Source: an optimization exercise on an open RTL-to-GDS flow (aim: small area). Production flows keep margins and buffers that such runs may drop.
In this exercise RTL edits were held to simulation tests only and were not proved equivalent to the original.
Power figures rest on the tool's default switching activity, not on a simulated workload.

==> flow/design.v, too long to show whole: its modules and the start of the top module <==
// module SamplePos_RAM: 345 lines
// module Sine_LUT: 600 lines
// module Sample_Position: 87 lines
// module Adder: 57 lines
// module Scale_Mult: 24 lines
// module Ring_Mod: 53 lines
// module DAC_I2S: 43 lines
// module Sample_Output: 36 lines
// module ADC_SPI_In: 85 lines
// module addatone: 185 lines
module addatone
	(
		input wire i_Clock,
		input wire reset_n,
		output reg test,
		input wire i_ADC_Data,
		input wire i_ADC_Clock,
		input wire i_ADC_CS,
		input wire i_Mix,
		input wire i_Ring_Mod,
		output wire o_DAC_Data,
		output wire o_DAC_Bit_Clock,
		output wire o_DAC_LR_Clock
	);
  // ...
==> flow/run.sh <==
#!/bin/bash
# synth_recipe.tcl (not shown) runs the flow's synth.tcl, then flattens the netlist and writes it again
# the make line also repeats each setting of config.mk as NAME=value (left out here)
make -C /OpenROAD-flow-scripts/flow DESIGN_CONFIG=/design/flow/config.mk WORK_HOME=/design/flow/orfs CLKGATE_MAP_FILE= SYNTH_SCRIPT=/design/flow/synth_recipe.tcl finish
==> flow/config.mk <==
export PLATFORM = sky130hd
export DESIGN_NAME = addatone
export DESIGN_NICKNAME = addatone
export VERILOG_FILES = /design/flow/design.v
export SDC_FILE = /design/flow/constraint.sdc
export NUM_CORES = 4
export LEC_CHECK = 0
export CAP_MARGIN = 10
export CORE_MARGIN = 2
export CORE_UTILIZATION = 35
export CTS_BUF_LIST = sky130_fd_sc_hd__clkbuf_4 sky130_fd_sc_hd__clkbuf_8
export GPL_TIMING_DRIVEN = 0
export PLACE_DENSITY = 0.5
export SLEW_MARGIN = 10
export SYNTH_MEMORY_MAX_BITS = 65536
==> flow/constraint.sdc <==
create_clock -name core_clock -period 20.0 [get_ports {i_Clock}]
set_input_delay 4.0000 -clock core_clock [delete_from_list [all_inputs] [get_ports {i_Clock}]]
set_output_delay 4.0000 -clock core_clock [all_outputs]
set_load 0.01 [all_outputs]
==> flow_summary_export.csv, run 1 <==
group,metric,value,unit
synthesis,synth-edff-count,183,
layout,multiInputGateArea,43200,sq um
clock_network,post_cts_buffers,0,
synthesis,synth_seq_area_share,66.9,%
drt,vias,106000,
worst_hold_path,min_to,"sample_position.sp_ram.word[239].Slot1[1]",
floorplan,core,400000,sq um
layout,layout.nonclk_buf_share,2.38,%
timing,drv_slew,22,
grt,use_met3,7.49,%
grt,grt_max_degree,27,
setup_path,r2r_setup_slack,5.00,ns
setup_path,crit_family,"adder cells",
synthesis,yosys_warnings,14,
run_status,check.faults,"capacitance limit, slew limit",
floorplan,die_h,638,um
power_and_ir_drop,pwr.group.sequential,9710,uW
grt,grtUsageTotal,32.6,%
timing,setup_tns,0,ns
run,maxCapViolations,4,
synthesis,synth_seq_cells,4609,
layout,nonClockInverterCount,273,
layout,signal_buffers,726,
synthesis,syn_nets,13300,
synthesis,synth-xor-area-share,1.39,%
drt,drc,0,
layout,multi_input_area_share,26.2,%
setup_path,regToRegStartpoint,"sample_position.Sample_Position[5]",
timing,finalCritPeriodShare,75.0,%
layout,final_layout_size_suffix_gt1_share,11.6,%
timing,period_minus_slack,15.00,ns
worst_hold_path,holdCritPathClass,"register to register",
timing,fmax,66.7,MHz
run_status,outcome,"complete, but fails checks",
==> inputs of run 2 (changes only) <==
==> flow/config.mk (replaced) <==
export PLATFORM = sky130hd
export DESIGN_NAME = addatone
export DESIGN_NICKNAME = addatone
export VERILOG_FILES = /design/flow/design.v
export SDC_FILE = /design/flow/constraint.sdc
export NUM_CORES = 4
export LEC_CHECK = 0
export CAP_MARGIN = 40
export CORE_MARGIN = 2
export CORE_UTILIZATION = 35
export PLACE_DENSITY = 0.5
export SLEW_MARGIN = 40
export SYNTH_MEMORY_MAX_BITS = 65536
==> flow_summary_export.csv, run 2 <==
group,metric,value,unit
run_status,outcome,"timing/DRC/antenna clean",
synthesis,synth_area_leaders,"dfxtp_1 (63%), nand2_1 (4.0%), a21oi_1 (3.9%)",
clock_network,cts.sinks,4609,
timing,fin_skew,0.103,ns
synthesis,async_flop_share,0,%
drt,vias,99200,
placed_design,place.gp.congestion,0.997,
setup_path,worstPathArrival,13.68,ns
timing,hold_violations,0,
floorplan,die_area,407000,sq um
setup_path,crit_path_start_kind,"register",
timing,finalCritPeriodShare,65.1,%
clock_network,cts_buffer_depth,4,
drt,dr.pass1.iters,8,
synthesis,synth-edff-count,183,
clock_network,root_buffer,"clkbuf_16",
synthesis,syn_nets,13300,
timing,period_minus_slack,13.02,ns
timing,drv_slew,0,
power_and_ir_drop,leakage,0.0615,uW
grt,grt_pass1_vias,90700,
power_and_ir_drop,comb_power_share,7.8,%
drt,via_per_inst,5.29,
worst_hold_path,holdCritPathClass,"register to register",
synthesis,synth_seq_cells,4609,
power_and_ir_drop,swShare,24.5,%
power_and_ir_drop,p_int,14900,uW
clock_network,cts_hold_buf,0,
layout,fin_area,163000,sq um
drt,routedWlPerCell,27.8,um
grt,grt_max_degree,122,
clock_network,post_cts_buffers,0,
timing,fmax,76.8,MHz
drt,wirelength,520,mm
synthesis,synth_commonest_cells,"dfxtp_1 (4426), nand2_1 (1484), nor2_1 (1242)",
setup_path,cp_common_cell,"a21oi_1",
floorplan,start_util,35.2,%
clock_network,tritoncts,"built",
timing,setup_tns,0,ns
layout,fin_nets,13400,
setup_path,cp_slowest_stage_delay,0.69,ns
clock_network,cts_resized,0,
synthesis,synth_seq_area_share,66.9,%
power_and_ir_drop,p_seq_share,48.8,%
clock_network,clkLatencyLatePin,1.03,ns
floorplan,num_rows,232,
floorplan,die_w,638,um
layout,area_growth,16.1,%
timing,relSlewSlack,30.3,%
drt,drtIter0Drc,12200,
run,maxCapViolations,0,
power_and_ir_drop,pwr-share-clk,43.4,%
grt,grtUsageTotal,24.7,%
synthesis,syn_inst,13000,
grt,grt_pass1_wl,719,mm
power_and_ir_drop,powerDensity,121,nW/um^2
placed_design,port_buffers,10,
synthesis,syn_avg_cell_area,10.8,sq um
timing,rsz0062_at_grt,"no",
grt,grt-ovfl-total,0,
timing,whs,0.280,ns
synthesis,ys.flop_type,"dfxtp_1",
clock_network,cts_buffers,444,
placed_design,placed_area,148000,sq um
floorplan,num_io_pins,11,
synthesis,yosys_warnings,14,
layout,layout_commonest_cell,"dfxtp_1",
power_and_ir_drop,peakVddDrop,85.0,uV
floorplan,core,400000,sq um
clock_network,clkTransAtPathRegs,0.06,ns
power_and_ir_drop,p_switching,4850,uW
drt,drtAntennaViolNets,0,
synthesis,synth_top_area_share,63.0,%
grt,grt_antenna_before_repair,28,
layout,final_cell_mix,"dfxtp_1 (4424), nand2_1 (1476), nor2_1 (1173)",
synthesis,synth_largest_area_cell,"dfxtp_1",
floorplan,die_h,638,um
setup_path,cp_max_fo,60,
synthesis,netlist_area,141000,sq um
synthesis,yosysMostFrequentCell,"dfxtp_1",
layout,final_layout_size_suffix_gt1_share,9.71,%
setup_path,crit_type,"register to register",
drt,drc,0,
layout,finalCoreUtilization,40.8,%
clock_network,cts_max_level,5,
timing,setup_viol,0,
setup_path,cp-end-kind,"register",
synthesis,ys_types,113,
setup_path,crit_slowest_cell,"ha_1",
placed_design,dpl.hpwl,352,mm
timing,tightest_slew,1.04,ns
setup_path,critPathRequiredTime,20.66,ns
## run 2: cell counts after synthesis
No cell type changed its count.
## run 2: power by group through the flow
stage | combinational [uW] | sequential, uW | clock, uW
global placement | 1520 | 9850 | 0
CTS | 1540 | 9660 | 8700
floorplan | 1080 | 9790 | 0
finish | 1550 | 9660 | 8580
detailed placement | 1530 | 9860 | 0
global route | 1710 | 9680 | 9070
## run 2: through the flow
stage | cells | setup slack, ns | power (uW)
3_5_place_dp | 17900 | 7.06 | 11400
3_3_place_gp | 17900 | 7.06 | 11400
4_1_cts | 18700 | 7.02 | 19900
5_1_grt | 18700 | 5.93 | 20500
6_report | 18700 | 6.98 | 19800
2_1_floorplan | 13000 | 8.81 | 10900
## run 2: final timing paths
| kind | from | end | slack [ns] | depth (start not counted) |
|---|---|---|---|---|
| worst min register to register | sample_position.sp_ram.word[183].Slot3[3] | sample_position.sp_ram.word[183].Slot2[3] | 0.28 | 0 |
| worst min-delay path | sample_position.sp_ram.word[183].Slot3[3] | sample_position.sp_ram.word[183].Slot2[3] | 0.28 | 0 |
| worst max register to register | sample_position.Sample_Position[5] | adder.Partial[18] | 6.98 | 46 |
| worst max-delay path | sample_position.Sample_Position[5] | adder.Partial[18] | 6.98 | 46 |
## run 2: kinds of logic (layout without fill, tap and decap cells)
logic type                 after synthesis  in the layout  share of synthesized area, %
AOI/OAI and AO/OA                     3319           3319                          14.6
xor gates and xnor gates               218            218                          1.39
adders and majority gates              329            329                          3.23
buffers and inverters                  917           1409                          2.51
DFF                                   4609           4609                          66.9
muxes                                  105            105                         0.894
other                                    0             10                             0
and+or+nand+nor                       3475           3475                          10.5
## run 2: final cells by class
class	count	area (sq um)
Antenna cell	10	25.0
Inverter	273	1030
Clock inverter	160	2010
Tap cell	5265	6590
Fill cell	38400	237000
Clock buffer	660	13100
Multi-Input combinational cell	7446	43800
Sequential cell	4609	94100
Timing Repair Buffer	316	2530
## run 2: metal layers
layer	GRT usage, %	share of wire [%]
met3	5.65	8.8
met5	0	0.0081
met1	33.8	43
met4	12.0	5.7
met2	36.7	42
## run 2: critical path: cells and delay by family (launching register included)
| family | cells | cell delay (ns) |
|---|---|---|
| DFF | 1 | 0.29 |
| and+or+nand+nor | 9 | 1.65 |
| adders and majority gates | 9 | 4.19 |
| buffers and inverters | 8 | 1.97 |
| AOI/OAI and AO/OA | 17 | 4.02 |
| xor gates and xnor gates | 3 | 0.53 |

[what the ideal ports hide]
In the flow no input, the clock included, has a driving cell. The finished layouts below were timed again as built, in two steps. Step 1 assumes that a clkbuf_16 drives the clock port and a buf_2 every other input. Step 2 moves the port delays by t, midway between the first and last clock arrival at a register: inputs arrive t later, outputs are due t later. That takes back most of the time a late clock gives input paths. Three values: no drivers, after step 1, after step 2; two values: the first two.
run | t (ns) | slack for setup (ns) | hold slack, ns | worst slew at a driven data input, ns
run 1 | 1.356 | 4.998 / 4.998 / 4.998 | 0.238 / 0.238 / 0.238 | 0.07
run 2 | 1.084 | 6.976 / 6.976 / 6.976 | 0.280 / 0.280 / 0.280 | 0.07
